Context: an optimization exercise on an open-source flow, tuned for small area, a short achievable clock period and few clock cycles. The choices shown serve that exercise and are no tape-out recipe.
Function was checked by simulation only, so behaviour that the tests miss may differ from the original.
Power is estimated from default activity; no workload was simulated.

## run 1
==> flow/design.v (excerpt) <==
module cpu (
    input  wire        clk,
    input  wire        reset,
    output wire [31:0] mem_addr,
    output wire [31:0] mem_wdata,
    output wire        mem_we,
    input  wire [31:0] mem_rdata
);
For scale: about 73000 sq um of cells after synthesis.
==> flow/config.mk <==
export PLATFORM = sky130hd
export DESIGN_NAME = cpu
export DESIGN_NICKNAME = cpu
export VERILOG_FILES = /design/flow/design.v
export SDC_FILE = /design/flow/constraint.sdc
export NUM_CORES = 4
export LEC_CHECK = 0
export CAP_MARGIN = 30
export CORE_MARGIN = 2
export CORE_UTILIZATION = 40
export SLEW_MARGIN = 30
==> flow/constraint.sdc <==
create_clock -name core_clock -period 22.0 [get_ports {clk}]
set_input_delay 4.4000 -clock core_clock [delete_from_list [all_inputs] [get_ports {clk}]]
set_output_delay 4.4000 -clock core_clock [all_outputs]
set_load 0.01 [all_outputs]
standard.sh (not shown) runs the stock make flow with config.mk's settings and CLKGATE_MAP_FILE= SYNTH_SCRIPT=/design/flow/synth_recipe.tcl, a recipe that flattens the netlist after the stock synthesis.
==> flow/flow/run.sh <==
#!/bin/bash
# Own layout flow: the standard synthesis unchanged, then the standard
# layout with a larger setup-slack margin for ORFS's repair_timing, so that the
# layout is optimised for a clock well below the 22 ns it is signed off at.
# Each step's full output goes to a log file in the work folder.
set -euo pipefail
bash standard.sh synth > synth.log 2>&1
bash standard.sh SETUP_SLACK_MARGIN=16.5 finish > layout.log 2>&1
Run 1: PASS, flow complete, no timing, DRC or antenna violations
Testbench counts of run 1, summed over its fixed seeds: cycles 28,911.
Changes in run 2 relative to run 1:
- a change of CORE_UTILIZATION from 40 to 50
- an added CTS_BUF_LIST of sky130_fd_sc_hd__clkbuf_8
- an added PLACE_DENSITY of 0.7
-- flow/flow/run.sh --
<<< run 1, line 8
bash standard.sh SETUP_SLACK_MARGIN=16.5 finish > layout.log 2>&1
>>> run 2, line 8
bash standard.sh SETUP_SLACK_MARGIN=16 finish > layout.log 2>&1
==> results.txt <==
Run 2: flow completed, timing, DRC and antenna clean. Run 1 | status: complete | timing, DRC, antenna: pass. Looking at die area across both flows, run 2 is the stronger of the two, with run 1 trailing. Side by side, total power of the final layout turned out lower in run 2 than in run 1. [run 2] fraction of area in registers rose 2.8 points relative to run 1. | number of global-route vias before repair | run 2 vs run 1 | about 1.8% lower |. Going from run 1 to run 2, number of signal-net inverters in the final layout shrank by a little under 10%. Relative to run 1, final-layout clock buffer total has increased by about 19% in run 2. Ratio of final minimum period to clock period of run 1 is on par with run 2. For number of filler cells placed in the layout, dividing the value from run 1 by the value from run 2 gives 1.4. Diff run 1 -> run 2 | number of vias in the routed layout | decrease of about 1.6%.
### run 2 -> run 3
- a change of CORE_UTILIZATION from 50 to 40
- a deleted PLACE_DENSITY that had been 0.7
-- flow/flow/run.sh --
<<< run 2, line 8
bash standard.sh SETUP_SLACK_MARGIN=16 finish > layout.log 2>&1
>>> run 3, line 8
bash standard.sh SETUP_SLACK_MARGIN=15 finish > layout.log 2>&1
## What came out
Having completed the whole flow, run 3 delivered a layout that passed the timing, design-rule and antenna checks. Via count: run 3 better than run 2. Total length of routed wires in run 3 vs run 2: down 13000 um. Status: flip-flop and latch count parity (run 2, run 3). Time the worst path needs with I/O delays and setup: run 3 higher than run 2. Going from run 2 to run 3, path depth of the worst reg2reg path grows by 7. Run 3 does worse than run 2 on detailed-placement wirelength estimate. The setup slack of run 3 is smaller than that of run 2. Going from run 2 to run 3, final area shrinks by 1300 sq um.

* * *

== the baseline ==
Another version of the RTL of cpu (not shown whole).
For scale: ~1,300 flip-flops, roughly 99 I/O pins.
## cpu
module cpu (
    input  wire        clk,
    input  wire        reset,
    output wire [31:0] mem_addr,
    output wire [31:0] mem_wdata,
    output wire        mem_we,
    input  wire [31:0] mem_rdata
);
    reg  [31:0] ma;                  
    reg  [31:0] wd;                  
    reg         we;                  
    reg         isf0, isf1, isf2;    
    reg  [31:0] fsave;               
    reg  [31:0] pc;                  
    reg  [31:0] ir;
    reg         irv;
    reg         boot;                
    reg         l1v, l2v, l3v;
    reg  [4:0]  l1r, l2r, l3r;
    reg  [1:0]  l1t, l2t, l3t;       
    reg  [1:0]  sk;                  
    reg  [1:0]  rmw;                 
    reg         rmwh;                
    reg  [31:0] da;                  
    reg  [31:0] rf [0:31];           
    reg  [31:0] rv;                  
    assign mem_addr  = ma;
    assign mem_wdata = wd;
    assign mem_we    = we;
    wire [5:0]  op  = ir[31:26];
    wire [4:0]  rs  = ir[25:21];
    wire [4:0]  rt  = ir[20:16];
    wire [4:0]  rd  = ir[15:11];
    wire [4:0]  sh  = ir[10:6];
    wire [5:0]  fn  = ir[5:0];
    wire [15:0] imm = ir[15:0];
    wire [31:0] sext = {{16{imm[15]}}, imm};
    wire rtype  = (op == 6'h00);
    wire r_add  = rtype & (fn == 6'h20);
    wire r_sub  = rtype & (fn == 6'h22);
    wire r_and  = rtype & (fn == 6'h24);
    wire r_slt  = rtype & (fn == 6'h2A);
    wire r_sll  = rtype & (fn == 6'h00);
    wire r_srl  = rtype & (fn == 6'h02);
    wire r_sra  = rtype & (fn == 6'h03);
    wire r_sllv = rtype & (fn == 6'h04);
    wire r_srav = rtype & (fn == 6'h07);
    wire r_jr   = rtype & (fn == 6'h08);
    wire r_brk  = rtype & (fn == 6'h0D);
    wire i_addi = (op == 6'h08) | (op == 6'h09);
    wire i_slti = (op == 6'h0A);
    wire i_lui  = (op == 6'h0F);
    wire i_ld   = (op == 6'h23) | (op == 6'h21) | (op == 6'h20);
    wire i_sw   = (op == 6'h2A);
    wire i_sp   = (op == 6'h29) | (op == 6'h28);     
    wire i_br   = (op[5:2] == 4'b0001);              
    wire i_j    = (op == 6'h02);
    wire i_jal  = (op == 6'h03);
    wire r_shift = r_sll | r_srl | r_sra | r_sllv | r_srav;
    wire w_rd    = r_add | r_sub | r_and | r_slt | r_shift;
  ...
Settings: LEC_CHECK=0, CAP_MARGIN=30, CORE_MARGIN=2, CORE_UTILIZATION=40, CTS_BUF_LIST=sky130_fd_sc_hd__clkbuf_8, SLEW_MARGIN=30; clock period 22.0 ns.
==> flow/flow/run.sh <==
#!/bin/bash
# Own layout flow: the standard synthesis unchanged, then the standard
# layout with a larger setup-slack margin for ORFS's repair_timing, so that the
# layout is optimised for a clock well below the 22 ns it is signed off at.
# Each step's full output goes to a log file in the work folder.
set -euo pipefail
bash standard.sh synth > synth.log 2>&1
bash standard.sh SETUP_SLACK_MARGIN=16 finish > layout.log 2>&1
Testbench counts of the baseline, summed over its fixed seeds: cycles 28,911.
[inputs] the candidate vs the baseline
# the baseline
export LEC_CHECK = 0
export CAP_MARGIN = 30
export CORE_MARGIN = 2
export CORE_UTILIZATION = 40
export CTS_BUF_LIST = sky130_fd_sc_hd__clkbuf_8
export SLEW_MARGIN = 30
create_clock -name core_clock -period 22.0 [get_ports {clk}]
# the candidate
export LEC_CHECK = 0
export CAP_MARGIN = 30
export CORE_MARGIN = 2
export CORE_UTILIZATION = 40
export SLEW_MARGIN = 30
create_clock -name core_clock -period 22.0 [get_ports {clk}]
[summary]
- Diff the baseline..the candidate | final-layout fill cell count | negligible
- Changes observed in the candidate relative to the baseline: wire length of the first global-routing pass lost 0.86%; buffers inserted during post-CTS setup optimization now smaller; met2 usage in global routing now sits at about the same level; vias after detailed routing shrank by 831.

* * *

Setup of before:
Another version of the RTL of cpu (not shown whole).
Size: roughly 5,000 cells after synthesis, about 1,400 flip-flops, ~99 I/O pins, roughly 74,000 um2 of cells after synthesis.
==> flow/config.mk <==
export PLATFORM = sky130hd
export DESIGN_NAME = cpu
export DESIGN_NICKNAME = cpu
export VERILOG_FILES = /design/flow/design.v
export SDC_FILE = /design/flow/constraint.sdc
export NUM_CORES = 4
export LEC_CHECK = 0
export CAP_MARGIN = 30
export CORE_MARGIN = 2
export CORE_UTILIZATION = 60
export CTS_BUF_LIST = sky130_fd_sc_hd__clkbuf_8
export PLACE_DENSITY = 0.8
export SLEW_MARGIN = 30
==> flow/constraint.sdc <==
create_clock -name core_clock -period 22.0 [get_ports {clk}]
set_input_delay 4.4000 -clock core_clock [delete_from_list [all_inputs] [get_ports {clk}]]
set_output_delay 4.4000 -clock core_clock [all_outputs]
set_load 0.01 [all_outputs]
Scripts as last shown in full above: flow/flow/run.sh
Testbench counts of before, summed over its fixed seeds: cycles 28,638.
#### Input delta (after over before)
# before
export LEC_CHECK = 0
export CAP_MARGIN = 30
export CORE_MARGIN = 2
export CORE_UTILIZATION = 60
export CTS_BUF_LIST = sky130_fd_sc_hd__clkbuf_8
export PLACE_DENSITY = 0.8
export SLEW_MARGIN = 30
create_clock -name core_clock -period 22.0 [get_ports {clk}]
# after
export LEC_CHECK = 0
export CAP_MARGIN = 30
export CORE_MARGIN = 2
export CORE_UTILIZATION = 50
export CTS_BUF_LIST = sky130_fd_sc_hd__clkbuf_8
export PLACE_DENSITY = 0.7
export SLEW_MARGIN = 30
create_clock -name core_clock -period 22.0 [get_ports {clk}]
--- outcome ---
On number of enable flip-flop cells after synthesis, before and after are basically level.
Total number of tap cells: after vs before up 18%
The filler-free cell count of the finished design of after exceeds that of before by 288.

* * *

RTL: one of the versions met above, not the one the previous note started from.
Size: ~4900 cells after synthesis, ~1400 flip-flops.
Design cpu, start of the top module:
module cpu (
    input  wire        clk,
    input  wire        reset,
    output wire [31:0] mem_addr,
    output wire [31:0] mem_wdata,
    output wire        mem_we,
    input  wire [31:0] mem_rdata
);
Settings: LEC_CHECK=0, CAP_MARGIN=30, CORE_MARGIN=2, CORE_UTILIZATION=40, SLEW_MARGIN=30; clock period 22.0 ns.
Scripts as last shown in full above: flow/flow/run.sh
Testbench counts at the start, summed over its fixed seeds: cycles 28,911.
Then changed:
- CTS_BUF_LIST: default -> sky130_fd_sc_hd__clkbuf_8
What happened: The new run produced a clean layout; hold slack gains 0.0043 ns; design area came out lower slightly; synthesized area does not change; global-route usage came out lower by 0.72 points; count of clock-buffer cells in the layout came out higher by 56; power came out lower by a few percent; via count came out lower slightly; cell count came out higher slightly.

[what the ideal ports hide]
The flow's constraints put no driver on any port. The routed layouts listed below were extracted and timed again, unchanged, in two steps.
Step 1: set_driving_cell puts a clkbuf_16 on clk and a buf_2 on each other input, an assumption about the parent block.
Step 2 also shifts input and output timing later by t, the mid clock arrival at the registers, as if the neighbouring blocks saw the same clock.
a / b / c = ideal ports / drivers / drivers and shift; a / b = the first two.
| run | t (ns) | setup WS [ns] | cell pins on the clock port's net |
|---|---|---|---|
| run 1 | 0.911 | 15.944 / 15.675 / 14.764 | 1 |
| run 2 | 1.052 | 15.917 / 15.816 / 14.764 | 1 |
| run 3 | 1.041 | 15.051 / 15.101 / 14.060 | 1 |
| the baseline | 1.083 | 15.405 / 15.405 / 14.725 | 1 |
| the candidate | 0.911 | 15.623 / 15.623 / 14.996 | 1 |
| before | 1.050 | 15.890 / 15.700 / 14.650 | 1 |
| after | 1.044 | 15.861 / 15.788 / 14.806 | 1 |
| the first run of note 4 | 0.882 | 15.910 / 15.752 / 14.870 | 1 |
| the second run of note 4 | 1.066 | 15.857 / 15.778 / 14.841 | 1 |
After both steps every run listed still meets setup and hold. The setup slack of before, which loses most, moves by -0.190 ns with the drivers and by -1.240 ns with both steps.
